Context: an optimization exercise on an open-source flow, tuned for small area. The choices shown serve that exercise and are no tape-out recipe.
Function was checked by simulation only, so behaviour that the tests miss may differ from the original.

==> flow/design.v, too long to show whole: its modules and the start of the top module <==
// module fir: 3223 lines
// module fa: 4 lines
module fir (
    input        clk,
    input        rst_n,
    input        load_sw,
    input  [7:0] data_in,
    input  [7:0] coff_in,
    output [7:0] data_out
);
  // ...
==> flow/run.sh <==
#!/bin/bash
# synth_recipe.tcl (not shown) runs the flow's synth.tcl, then flattens the netlist and writes it again
# the make line also repeats each setting of config.mk as NAME=value (left out here)
make -C /OpenROAD-flow-scripts/flow DESIGN_CONFIG=/design/flow/config.mk WORK_HOME=/design/flow/orfs CLKGATE_MAP_FILE= SYNTH_SCRIPT=/design/flow/synth_recipe.tcl finish
==> flow/config.mk <==
export PLATFORM = sky130hd
export DESIGN_NAME = fir
export DESIGN_NICKNAME = fir
export VERILOG_FILES = /design/flow/design.v
export SDC_FILE = /design/flow/constraint.sdc
export NUM_CORES = 4
export LEC_CHECK = 0
export ABC_AREA = 1
export CAP_MARGIN = 20
export CORE_MARGIN = 2
export CORE_UTILIZATION = 50
export GPL_TIMING_DRIVEN = 0
export SLEW_MARGIN = 20
export SYNTH_HIERARCHICAL = 1
==> flow/constraint.sdc <==
create_clock -name core_clock -period 7.0 [get_ports {clk}]
set_input_delay 1.4000 -clock core_clock [delete_from_list [all_inputs] [get_ports {clk}]]
set_output_delay 1.4000 -clock core_clock [all_outputs]
set_load 0.01 [all_outputs]
==> flow_summary.yaml, run 1 <==
layout:
  nFillCells: 5878
  multi_input_area_mm2: 0.0255
  area_growth_pct: 7.82
  seq_share_pct: 18.1
  largest_reg_flops: 128
setup_path:
  r2r-end: "r11_1$_DFF_P_"
  crit_path_frequent_cell: "fa_1"
  cp.depth: 15
die:
  ios: 27
  initial_core_util_pct: 50.5
  dieHeight_um: 264
placed_design:
  dp_hpwl_um: 94100
  portBuffers: 25
routing:
  drt-pass1-iter-count: 6
  highest_layer: "met4"
  drtAntennaViolNets: 0
yosys:
  seq_area_frac_synth_pct: 19.5
  async_reset_ff_share_pct: 43.0
  syn_area_mm2: 0.0339
  yosysWarnings: 9
  synth_xor_area_share_pct: 0.0258
status:
  status: "no timing/DRC/antenna violations"
grt:
  gr-max-usage-layer: "met1"
  grt_start_max_net_pins: 76
  grt_usage_pct: 34.1
timing:
  max_freq_ghz: 0.158
clock_network:
  clk_latency_ns: 0.58
  cts_setup_buffers: 0
min_path:
  min_path_type: "reg2reg"
  hold_depth: 0
==> inputs of run 2 (changes only) <==
--- a/flow/config.mk
+++ b/flow/config.mk
@@ -8,7 +8,7 @@
 export ABC_AREA = 1
 export CAP_MARGIN = 20
 export CORE_MARGIN = 2
-export CORE_UTILIZATION = 50
+export CORE_UTILIZATION = 65
 export GPL_TIMING_DRIVEN = 0
 export SLEW_MARGIN = 20
 export SYNTH_HIERARCHICAL = 1
==> run 2 against run 1 <==
Still clean. Routed wire length decreased by 1.2%. Core utilization up 16 points. Cell area fell by 0.76%. Non-clock buffer count unchanged. Sequential share of layout area rose by 0.14 points. Maximum frequency shrank 0.43%.
==> flow_summary.yaml, run 2 <==
layout:
  drive_gt1_share_pct: 3.11
  nNetsFinal: 4201
  finalInstanceArea_mm2: 0.0363
  final_cell_count_no_fill: 3865
  regMostFlops: "coff"
  reg.largest.list: "coff (128), smp (120)"
  largest_reg_flops: 128
  nFillCells: 3670
  area_growth_pct: 7.00
  layout.cells.most_common: "nand2_1"
  final_cell_mix: "nand2_1 (1159), fa_1 (1009), clkbuf_1 (249), inv_1 (186), dfxtp_1 (170)"
yosys:
  synth_top_cell_area_share_pct: 59.6
  syn_avg_cell_area_um2: 11.0
  synth_common_cells: "nand2_1 (1159), fa_1 (1009), clkbuf_1 (245)"
  synth_area_leader_cell: "fa_1"
  ys.flop_type: "dfxtp_1"
  yosysWarnings: 9
  ys_seq_elements: 298
  async_reset_ff_share_pct: 43.0
  synth_nets: 4138
  yosys-top-cells-area: "fa_1 (60%), nand2_1 (13%), dfxtp_1 (10%)"
  synthCells: 3094
  yosysMostFrequentCell: "nand2_1"
  synth_edf_count: 0
  yosys.cell_types.count: 15
  syn_area_mm2: 0.0339
  seq_area_frac_synth_pct: 19.5
grt:
  grt.met1_usage_pct: 61.9
  grt.met3_usage_pct: 13.8
  grt_antenna_before_repair: 0
  grtUsageMet2_pct: 63.2
  grt_overflow: 0
  grt_usage_pct: 43.9
  grt_pass1_vias: 27600
  grt_start_max_net_pins: 98
  grt_pass1_wl_um: 167000
  gr-max-usage-layer: "met2"
timing:
  fin_crit_ns: 6.34
  max_freq_ghz: 0.158
  hold_ws_ns: 0.349
  relSlewSlack_pct: 25.1
  fin_crit_sh_pct: 90.5
  rsz0062_at_grt: "false"
  setup_viol: 0
  clock_skew_ns: 0.0234
  hold_viol_final: 0
  setup_tns_ns: 0
  slew_violations: 0
  tightest_slew_ns: 1.12
placed_design:
  place_congestion: 0.971
  dp_hpwl_um: 91200
  portBuffers: 25
  place_area_mm2: 0.0350
  dp.cells: 3800
routing:
  via_count: 24600
  drtAntennaViolNets: 0
  totalWireLength_um: 111000
  drt-initial-drc-count: 3142
  wl_per_cell_um: 28.7
  post-route-drc-count: 0
  viasPerCell: 6.37
  drt-pass1-iter-count: 6
setup_path:
  cpLargestDelayFamily: "adder cells"
  crit_type: "reg2reg"
  critPathLaunchType: "flip-flop"
  crit_start: "smp[7][4]$_DFF_P_"
  r2r_start: "smp[7][4]$_DFF_P_"
  crit_path_frequent_cell: "fa_1"
  path_buf_inv: 2
  required_ns: 7.42
  crit_chain: "clkbuf_1, buf_2, nand2_1, fa_1, fa_1, fa_1, fa_1, fa_1, fa_1, fa_1, fa_1, fa_1, fa_1"
  critPathArrivalTime_ns: 6.76
  slowest_delay_ns: 0.54
  cp_slowest_cell: "fa_1"
  end_kind: "flip-flop"
  crit_fanout: 10
min_path:
  hp-start: "smp[11][4]$_DFF_P_"
  min_path_type: "reg2reg"
clock_network:
  cts_setup_buffers: 0
  path_clk_slew_ns: 0.06
  cts-root-buf: "clkbuf_16"
  numCtsBuffers: 35
  clock_path_buffers: 3
  clkSinkCount: 298
  clk_latency_ns: 0.59
  htree_num_levels: 2
  cts_resized: 0
  cts_tree: "built"
  cts_hold_buf: 0
die:
  die_width_um: 232
  rows: 83
  die_area_mm2: 0.0540
  initial_core_util_pct: 65.9
  dieHeight_um: 232
  ios: 27
  core_mm2: 0.0514
status:
  status: "no timing/DRC/antenna violations"
flow_run:
  max-cap-violations: 0
[run 2: final cells by class]
cell class / instances / area, um2 / share of cell area [%]
clock inverters: 18 / 238 / 0.656
plain buffers: 285 / 1120 / 3.10
multi-input cells: 2325 / 25500 / 70.2
well taps: 680 / 851 / 2.35
flip-flops and latches: 298 / 6610 / 18.2
clock buffers: 46 / 998 / 2.75
diodes: 1 / 2.50 / 0.00690
repair buffers: 26 / 283 / 0.780
inverters: 186 / 698 / 1.93
[run 2: stage by stage]
step,util (%),worst slack [ns]
2_1_floorplan,-,1.59
3_3_place_gp,68.1,-0.771
3_5_place_dp,68.1,0.854
4_1_cts,70.5,0.826
5_1_grt,70.5,0.590
6_report,70.5,0.664
[run 2: layer usage]
| metal | vias up | part of all wire, % |
|---|---|---|
| met1 | 12900 | 36 |
| met5 | - | 0 |
| met4 | 0 | 5.8 |
| li1 | 9148 | - |
| met3 | 391 | 14 |
| met2 | 2210 | 44 |
[run 2: Yosys stat by module, one instance, submodules excluded]
module,copies in the design,cells inside
fa,1009,1
fir,1,2085
[run 2: final timing paths]
check                                          endpoint  slack (ns)  depth (start not counted)
worst max-delay path                     q1_8_1$_DFF_P_        0.66                         13
worst min-delay path                 smp[12][4]$_DFF_P_        0.35                          0
worst max register to register           q1_8_1$_DFF_P_        0.66                         13
worst min register to register       smp[12][4]$_DFF_P_        0.35                          0
max in group asynchronous       coff[12][7]$_DFFE_PN0N_        5.50                          2
min in group asynchronous        coff[2][2]$_DFFE_PN0N_        0.68                          1
[run 2: logic make-up after synthesis]
kind of cell / after synthesis / synth area share (%)
fa+ha+maj: 1025 / 60.2
buf+inv: 471 / 5.37
xor+xnor: 1 / 0.0259
compound gates: 135 / 1.99
flops: 298 / 19.5
simple gates: 1164 / 12.9

-- static timing again, ports no longer ideal --
The flow's constraints put no driver on any port. The routed layouts listed below were extracted and timed again, unchanged, in two steps. Step 1 (the two cells are an assumption about what drives the block):
set clk [get_ports {clk}]
set_driving_cell -lib_cell sky130_fd_sc_hd__clkbuf_16 $clk
set_driving_cell -lib_cell sky130_fd_sc_hd__buf_2 [delete_from_list [all_inputs] $clk]
Step 2, shift: input delay + t, output delay - t, t = (earliest + latest rising clock arrival at the registers) / 2. This alone moves slack from input paths to output paths. Three values: ideal ports, drivers, drivers and shift; two values: the first two.
run | t, ns | setup slack, ns | hold WS [ns]
run 1 | 0.621 | 0.691 / 0.691 / 0.691 | 0.342 / 0.342 / 0.342
run 2 | 0.639 | 0.664 / 0.664 / 0.664 | 0.349 / 0.349 / 0.349
After both steps every run listed still meets setup and hold.
